What follows belongs to an exercise in optimizing a design on an open flow for small area and a short achievable clock period; a production flow would make more cautious choices.
At most, simulation tests tie the RTL to the original design; equivalence was not proved.
Power and IR drop assume default switching activity.

==> inputs of raven <==
==> flow/design.v (excerpt) <==
module int_backend (
    input  wire        clk,
    input  wire        rst_aL,
    input  wire        flush,
    output wire        dispatch_ready,
    input  wire        dispatch_valid,
    input  wire [189:0] dispatch_data,
    input  wire        ld_broadcast_valid,
    input  wire [3:0]  ld_broadcast_rob_id,
    input  wire [31:0] ld_broadcast_reg_data,
    output wire        issue_valid,
    output wire [3:0]  issue_rob_id,
    output wire        execute_valid,
    output wire        alu_broadcast_valid,
    output wire [3:0]  alu_broadcast_rob_id,
    output wire [31:0] alu_broadcast_reg_data,
    output wire        alu_npc_wb_valid,
    output wire        alu_npc_mispred,
    output wire [31:0] alu_npc
);
    localparam N = 8;
    wire        d_s1v   = dispatch_data[189];
    wire [3:0]  d_s1id  = dispatch_data[188:185];
    wire        d_s1r   = dispatch_data[184];
    wire [31:0] d_s1d   = dispatch_data[183:152];
    wire        d_s2v   = dispatch_data[151];
    wire [3:0]  d_s2id  = dispatch_data[150:147];
    wire        d_s2r   = dispatch_data[146];
    wire [31:0] d_s2d   = dispatch_data[145:114];
    wire [3:0]  d_rob   = dispatch_data[112:109];
    wire [31:0] d_imm   = dispatch_data[108:77];
    wire [31:0] d_pc    = dispatch_data[76:45];
    wire [2:0]  d_f3    = dispatch_data[44:42];
    wire [7:0]  d_fl    = {dispatch_data[41],    
                           dispatch_data[40],    
                           dispatch_data[38],    
                           dispatch_data[37],    
                           dispatch_data[36],    
                           dispatch_data[34],    
                           dispatch_data[33],    
                           dispatch_data[32]};   
    reg [N-1:0]  valid;
    reg [N-1:0]          s1v;
    reg [N-1:0] [3:0]    s1id;
    reg [N-1:0]          s1r;
    reg [N-1:0] [31:0]   s1d;
    reg [N-1:0]          s2v;
    reg [N-1:0] [3:0]    s2id;
    reg [N-1:0]          s2r;
    reg [N-1:0] [31:0]   s2d;
    reg [N-1:0] [3:0]    rob;
    reg [N-1:0] [31:0]   imm;
    reg [N-1:0] [31:0]   pc;
    reg [N-1:0] [2:0]    f3;
    reg [N-1:0] [7:0]    fl;
    reg [N*N-1:0] older;
  ...
make LEC_CHECK=0 CAP_MARGIN=20 CELL_PAD_IN_SITES_DETAIL_PLACEMENT=2 CELL_PAD_IN_SITES_GLOBAL_PLACEMENT=4 CORE_MARGIN=2 CORE_UTILIZATION=20 GPL_ROUTABILITY_DRIVEN=1 PLACE_DENSITY=0.35 SLEW_MARGIN=20 finish   # period 24.0 ns
run.sh (not shown) runs the stock make flow with config.mk's settings and CLKGATE_MAP_FILE= SYNTH_SCRIPT=/design/flow/synth_recipe.tcl, a recipe that flattens the netlist after the stock synthesis.
==> zinc: changes against raven <==
--- a/flow/design.v
+++ b/flow/design.v
@@ -2067,32 +2067,16 @@
     reg [N-1:0] [31:0]   imm;
     reg [N-1:0] [31:0]   pc;
     reg [N-1:0] [2:0]    f3;
     reg [N-1:0] [7:0]    fl;
     reg [N*N-1:0] older;
-    reg          ex_valid_q;
-    reg          bc_valid_q;
+    reg          ex_valid_q, bc_valid_q, wb_valid_q;
     reg [3:0]    rob_q;
-    reg [31:0]   dst_q;
-    reg          wb_valid_q;
-    reg          mispred_q;
-    reg [31:0]   npc_q;
-    wire [N-1:0] rdy;
-    for (genvar s = 0; s < N; s++) begin : g_rdy
-        assign rdy[s] = valid[s] & (~s1v[s] | s1r[s]) & (~s2v[s] | s2r[s]);
-    end
-    wire [N-1:0] sel;
-    for (genvar s = 0; s < N; s++) begin : g_sel
-        wire [N-1:0] blk;
-        for (genvar o = 0; o < N; o++) begin : g_o
-            if (o < s)      assign blk[o] = rdy[o] & older[o*N+s];
-            else if (o > s) assign blk[o] = rdy[o] & ~older[s*N+o];
-            else            assign blk[o] = 1'b0;
-        end
-        assign sel[s] = rdy[s] & ~|blk;
-    end
-    assign issue_valid = |rdy;
+    wire [31:0]  dst;
+    reg  [N-1:0] sel;           
+    reg          issue_valid_q;
+    assign issue_valid = issue_valid_q;
     reg        q_s1v, q_s2v;
     reg [3:0]  q_s1id, q_s2id, q_rob;
     reg [31:0] q_s1d, q_s2d, q_imm, q_pc;
     reg [2:0]  q_f3;
     reg [7:0]  q_fl;
@@ -2123,56 +2107,75 @@
         else        assign free_first[s] = free[s] & ~|free[s-1:0];
     end
     wire [N-1:0] tgt = full ? sel : free_first;
     wire        alu_bc_v  = bc_valid_q;
     wire [3:0]  alu_bc_id = rob_q;
-    wire [31:0] alu_bc_d  = dst_q;
-    always_ff @(posedge clk or negedge rst_aL) begin
-        if (!rst_aL) begin
-            valid <= '0;
-        end else if (flush) begin
-            valid <= '0;
-        end else begin
-            valid <= (valid & ~sel) | (tgt & {N{enq}});
-        end
-    end
+    wire [31:0] alu_bc_d  = dst;
+    wire [N-1:0] valid_d = flush ? {N{1'b0}} : ((valid & ~sel) | (tgt & {N{enq}}));
+    wire [N-1:0] s1v_d, s1r_d, s2v_d, s2r_d;
+    wire [N*N-1:0] older_d;
     for (genvar s = 0; s < N; s++) begin : g_slot
         wire wake1 = issue_valid & s1v[s] & ~s1r[s] & (q_s1id == s1id[s]);
         wire wake2 = issue_valid & s2v[s] & ~s2r[s] & (q_s2id == s2id[s]);
         wire ld1   = ld_broadcast_valid & s1v[s] & ~s1r[s] & (ld_broadcast_rob_id == s1id[s]);
         wire ld2   = ld_broadcast_valid & s2v[s] & ~s2r[s] & (ld_broadcast_rob_id == s2id[s]);
         wire alu1  = alu_bc_v & s1v[s] & s1r[s] & (alu_bc_id == s1id[s]);
         wire alu2  = alu_bc_v & s2v[s] & s2r[s] & (alu_bc_id == s2id[s]);
+        assign s1v_d[s] = tgt[s] ? d_s1v : s1v[s];
+        assign s2v_d[s] = tgt[s] ? d_s2v : s2v[s];
+        assign s1r_d[s] = tgt[s] ? d_s1r : (s1r[s] | wake1 | ld1);
+        assign s2r_d[s] = tgt[s] ? d_s2r : (s2r[s] | wake2 | ld2);
         always_ff @(posedge clk) begin
+            s1v[s] <= s1v_d[s];
+            s2v[s] <= s2v_d[s];
+            s1r[s] <= s1r_d[s];
+            s2r[s] <= s2r_d[s];
             if (tgt[s]) begin
-                s1v[s]  <= d_s1v;
                 s1id[s] <= d_s1id;
-                s1r[s]  <= d_s1r;
                 s1d[s]  <= d_s1d;
-                s2v[s]  <= d_s2v;
                 s2id[s] <= d_s2id;
-                s2r[s]  <= d_s2r;
                 s2d[s]  <= d_s2d;
                 rob[s]  <= d_rob;
                 imm[s]  <= d_imm;
                 pc[s]   <= d_pc;
                 f3[s]   <= d_f3;
                 fl[s]   <= d_fl;
             end else begin
-                if (wake1 | ld1) s1r[s] <= 1'b1;
-                if (wake2 | ld2) s2r[s] <= 1'b1;
                 if (ld1)       s1d[s] <= ld_broadcast_reg_data;
                 else if (alu1) s1d[s] <= alu_bc_d;
                 if (ld2)       s2d[s] <= ld_broadcast_reg_data;
                 else if (alu2) s2d[s] <= alu_bc_d;
             end
         end
         for (genvar o = s + 1; o < N; o++) begin : g_age
-            always_ff @(posedge clk) begin
-                if (tgt[s])      older[s*N+o] <= 1'b0;
-                else if (tgt[o]) older[s*N+o] <= 1'b1;
-            end
+            assign older_d[s*N+o] = tgt[s] ? 1'b0 : tgt[o] ? 1'b1 : older[s*N+o];
+            always_ff @(posedge clk) older[s*N+o] <= older_d[s*N+o];
+        end
+    end
+    wire [N-1:0] rdy_d;
+    for (genvar s = 0; s < N; s++) begin : g_rdy
+        assign rdy_d[s] = valid_d[s] & (~s1v_d[s] | s1r_d[s]) & (~s2v_d[s] | s2r_d[s]);
+    end
+    wire [N-1:0] sel_d;
+    for (genvar s = 0; s < N; s++) begin : g_sel
+        wire [N-1:0] blk;
+        for (genvar o = 0; o < N; o++) begin : g_o
+            if (o < s)      assign blk[o] = rdy_d[o] & older_d[o*N+s];
+            else if (o > s) assign blk[o] = rdy_d[o] & ~older_d[s*N+o];
+            else            assign blk[o] = 1'b0;
+        end
+        assign sel_d[s] = rdy_d[s] & ~|blk;
+    end
+    always_ff @(posedge clk or negedge rst_aL) begin
+        if (!rst_aL) begin
+            valid         <= '0;
+            sel           <= '0;
+            issue_valid_q <= 1'b0;
+        end else begin
+            valid         <= valid_d;
+            sel           <= sel_d;
+            issue_valid_q <= |rdy_d;
         end
     end
     wire b1_ld  = ld_broadcast_valid & (ld_broadcast_rob_id == q_s1id);
     wire b1_alu = alu_bc_v & (alu_bc_id == q_s1id);
     wire b2_ld  = ld_broadcast_valid & (ld_broadcast_rob_id == q_s2id);
@@ -2190,30 +2193,31 @@
     wire [31:0] op1  = (is_r | is_i) ? src1 : is_lui ? 32'b0 : q_pc;
     wire        cin  = is_r & is_sub;
     wire [31:0] op2  = ~is_r ? q_imm : is_sub ? ~src2 : src2;
     wire [32:0] sum_x = {op1, 1'b1} + {op2, cin};
     wire [31:0] sum  = sum_x[32:1];
+    wire        pc4sel = is_j | is_jalr;
     wire [31:0] pc4  = q_pc + 32'd4;
     wire [31:0] opb  = is_i ? q_imm : src2;
     wire        eq   = (src1 == opb);
     wire        lt   = (src1 < opb);
     wire [31:0] sll  = src1 << opb[4:0];
     wire [31:0] srl  = src1 >> opb[4:0];
-    reg [31:0] res;
+    reg [31:0] m_d;
     always_comb begin
-        case (q_f3)
-            3'd0: res = sum;
-            3'd1: res = sll;
-            3'd2: res = {31'b0, lt};
-            3'd3: res = {31'b0, lt};
-            3'd4: res = src1 ^ opb;
-            3'd5: res = srl;
-            3'd6: res = src1 | opb;
-            default: res = src1 & opb;
+        if (pc4sel) m_d = pc4;
+        else case (q_f3)
+            3'd1:    m_d = sll;
+            3'd2:    m_d = {31'b0, lt};
+            3'd3:    m_d = {31'b0, lt};
+            3'd4:    m_d = src1 ^ opb;
+            3'd5:    m_d = srl;
+            3'd6:    m_d = src1 | opb;
+            default: m_d = src1 & opb;    
         endcase
     end
-    wire [31:0] dst = (is_j | is_jalr) ? pc4 : res;
+    wire use_sum = ~pc4sel & (q_f3 == 3'd0);
     reg br_taken;
     always_comb begin
         case (q_f3)
             3'd0: br_taken = eq;
             3'd1: br_taken = ~eq;
@@ -2223,41 +2227,49 @@
             3'd7: br_taken = ~lt;
             default: br_taken = 1'b0;
         endcase
     end
     wire mispred = (bdp ^ br_taken) | is_jalr;
-    wire [31:0] npc = {sum[31:1], sum[0] & ~is_jalr};
+    reg [31:0] sum_q, m_q;
+    reg        use_sum_q, jalr_q, mispred_q;
     always_ff @(posedge clk or negedge rst_aL) begin
         if (!rst_aL) begin
             ex_valid_q <= 1'b0;
             bc_valid_q <= 1'b0;
-            rob_q      <= 4'b0;
-            dst_q      <= 32'b0;
             wb_valid_q <= 1'b0;
+            rob_q      <= 4'b0;
+            sum_q      <= 32'b0;
+            m_q        <= 32'b0;
+            use_sum_q  <= 1'b1;
+            jalr_q     <= 1'b0;
             mispred_q  <= 1'b1;
-            npc_q      <= 32'b0;
         end else if (flush) begin
             ex_valid_q <= 1'b0;
             bc_valid_q <= 1'b0;
-            rob_q      <= 4'b0;
-            dst_q      <= 32'b0;
             wb_valid_q <= 1'b0;
+            rob_q      <= 4'b0;
+            sum_q      <= 32'b0;
+            m_q        <= 32'b0;
+            use_sum_q  <= 1'b1;
+            jalr_q     <= 1'b0;
             mispred_q  <= 1'b1;
-            npc_q      <= 32'b0;
         end else begin
             ex_valid_q <= issue_valid;
             bc_valid_q <= issue_valid & ~is_b;
-            rob_q      <= q_rob;
-            dst_q      <= dst;
             wb_valid_q <= is_b | is_jalr;
+            rob_q      <= q_rob;
+            sum_q      <= sum;
+            m_q        <= m_d;
+            use_sum_q  <= use_sum;
+            jalr_q     <= is_jalr;
             mispred_q  <= mispred;
-            npc_q      <= npc;
         end
     end
+    assign dst = use_sum_q ? sum_q : m_q;
     assign execute_valid          = ex_valid_q;
     assign alu_broadcast_valid    = bc_valid_q;
     assign alu_broadcast_rob_id   = rob_q;
-    assign alu_broadcast_reg_data = dst_q;
+    assign alu_broadcast_reg_data = dst;
     assign alu_npc_wb_valid       = wb_valid_q;
     assign alu_npc_mispred        = mispred_q;
-    assign alu_npc                = npc_q;
+    assign alu_npc                = {sum_q[31:1], sum_q[0] & ~jalr_q};
 endmodule
==> flow/flow/run.sh (new file) <==
#!/bin/bash
# The standard layout (standard.sh: standard synthesis and ORFS), with
# two changes to how the layout is made:
#  - timing repair aims past the clock (setup over-fix margin), so the tools
#    size and buffer the design for speed instead of stopping at 24 ns;
#  - the port buffers are plain buffer cells instead of delay cells.
# The SDC (clock period, I/O delays, loads) is the standard flow's, unchanged.
# Each tool's full log is under orfs/logs/; make's output is in make_standard.log.
set -euo pipefail
export SETUP_SLACK_MARGIN=17
export BUFFER_PORTS_ARGS="-buffer_cell sky130_fd_sc_hd__buf_2"
bash standard.sh > make_standard.log 2>&1
==> flow/standard.sh (new file) <==
#!/bin/bash
# synth_recipe.tcl (not shown) runs the flow's synth.tcl, then flattens the netlist and writes it again
# the make line also repeats each setting of config.mk as NAME=value (left out here)
make -C /OpenROAD-flow-scripts/flow DESIGN_CONFIG=/design/flow/config.mk WORK_HOME=/design/flow/orfs CLKGATE_MAP_FILE= SYNTH_SCRIPT=/design/flow/synth_recipe.tcl "${@:-finish}"
Settings changed: CELL_PAD_IN_SITES_DETAIL_PLACEMENT 2 to 1, CELL_PAD_IN_SITES_GLOBAL_PLACEMENT 4 to 2, CORE_UTILIZATION 20 to 40, CTS_BUF_LIST set to sky130_fd_sc_hd__clkbuf_8, CTS_CLUSTER_SIZE set to 24, GPL_TIMING_DRIVEN set to 1, PLACE_DENSITY 0.35 to 0.55.
removed: flow/run.sh
==> qor summary <==
                                                             zinc           raven
Register-to-Register Path Depth                                   20              35
Post-Layout Inst Area                                     88,530 µm²      89,340 µm²
GRT met2 Usage                                                60.93%          41.46%
Cell area after synthesis                                 72,700 µm²      74,520 µm²
Routed wirelength normalized by instance count              37.75 µm        38.71 µm
Biggest power consumer among the groups                    registers           clock
Outcome                                               finished clean  finished clean
Pin count of the biggest net entering global routing             132              94
Sequential portion of the cell area                           44.94%          44.55%
Multi-input comb cells                                         4,912           4,602
Area of the placeable core                               180,700 µm²     371,600 µm²
Post-layout power                                           7.342 mW        7.315 mW
CTS sink cnt                                                   1,359           1,348
Reported clock group power                                   2.14 mW         2.77 mW
Syn avg cell area                                          10.20 µm²       11.03 µm²
Power dissipated in combinational cells                      2.39 mW         1.78 mW
No functional check of the RTL was part of zinc.

[afterwards: timing with drivers on the ports]
The results above use ideal ports. As a check the final layouts listed here were re-extracted and re-timed, cells and wires unchanged.
Step 1, drivers: a clkbuf_16 drives clk and a buf_2 each remaining input, both assumed.
Step 2 moves the port delays by t, midway between the first and last clock arrival at a register: inputs arrive t later, outputs are due t later. That takes back most of the time a late clock gives input paths.
a / b / c = ideal ports / drivers / drivers and shift; a / b = the first two.
| run | shift t [ns] | slack for setup (ns) | worst hold slack (ns) | latest minus earliest clock arrival (ns) | pins driven straight from the clock port |
|---|---|---|---|---|---|
| raven | 0.990 | 11.034 / 11.115 / 10.126 | 0.500 / 0.500 / 0.500 | 0.065 / 0.065 | 1 |
| zinc | 1.105 | 15.641 / 15.675 / 14.570 | 0.506 / 0.506 / 0.506 | 0.099 / 0.098 | 1 |
After both steps every run listed still meets setup and hold. The setup slack of zinc, which loses most, moves by +0.034 ns with the drivers and by -1.071 ns with both steps.
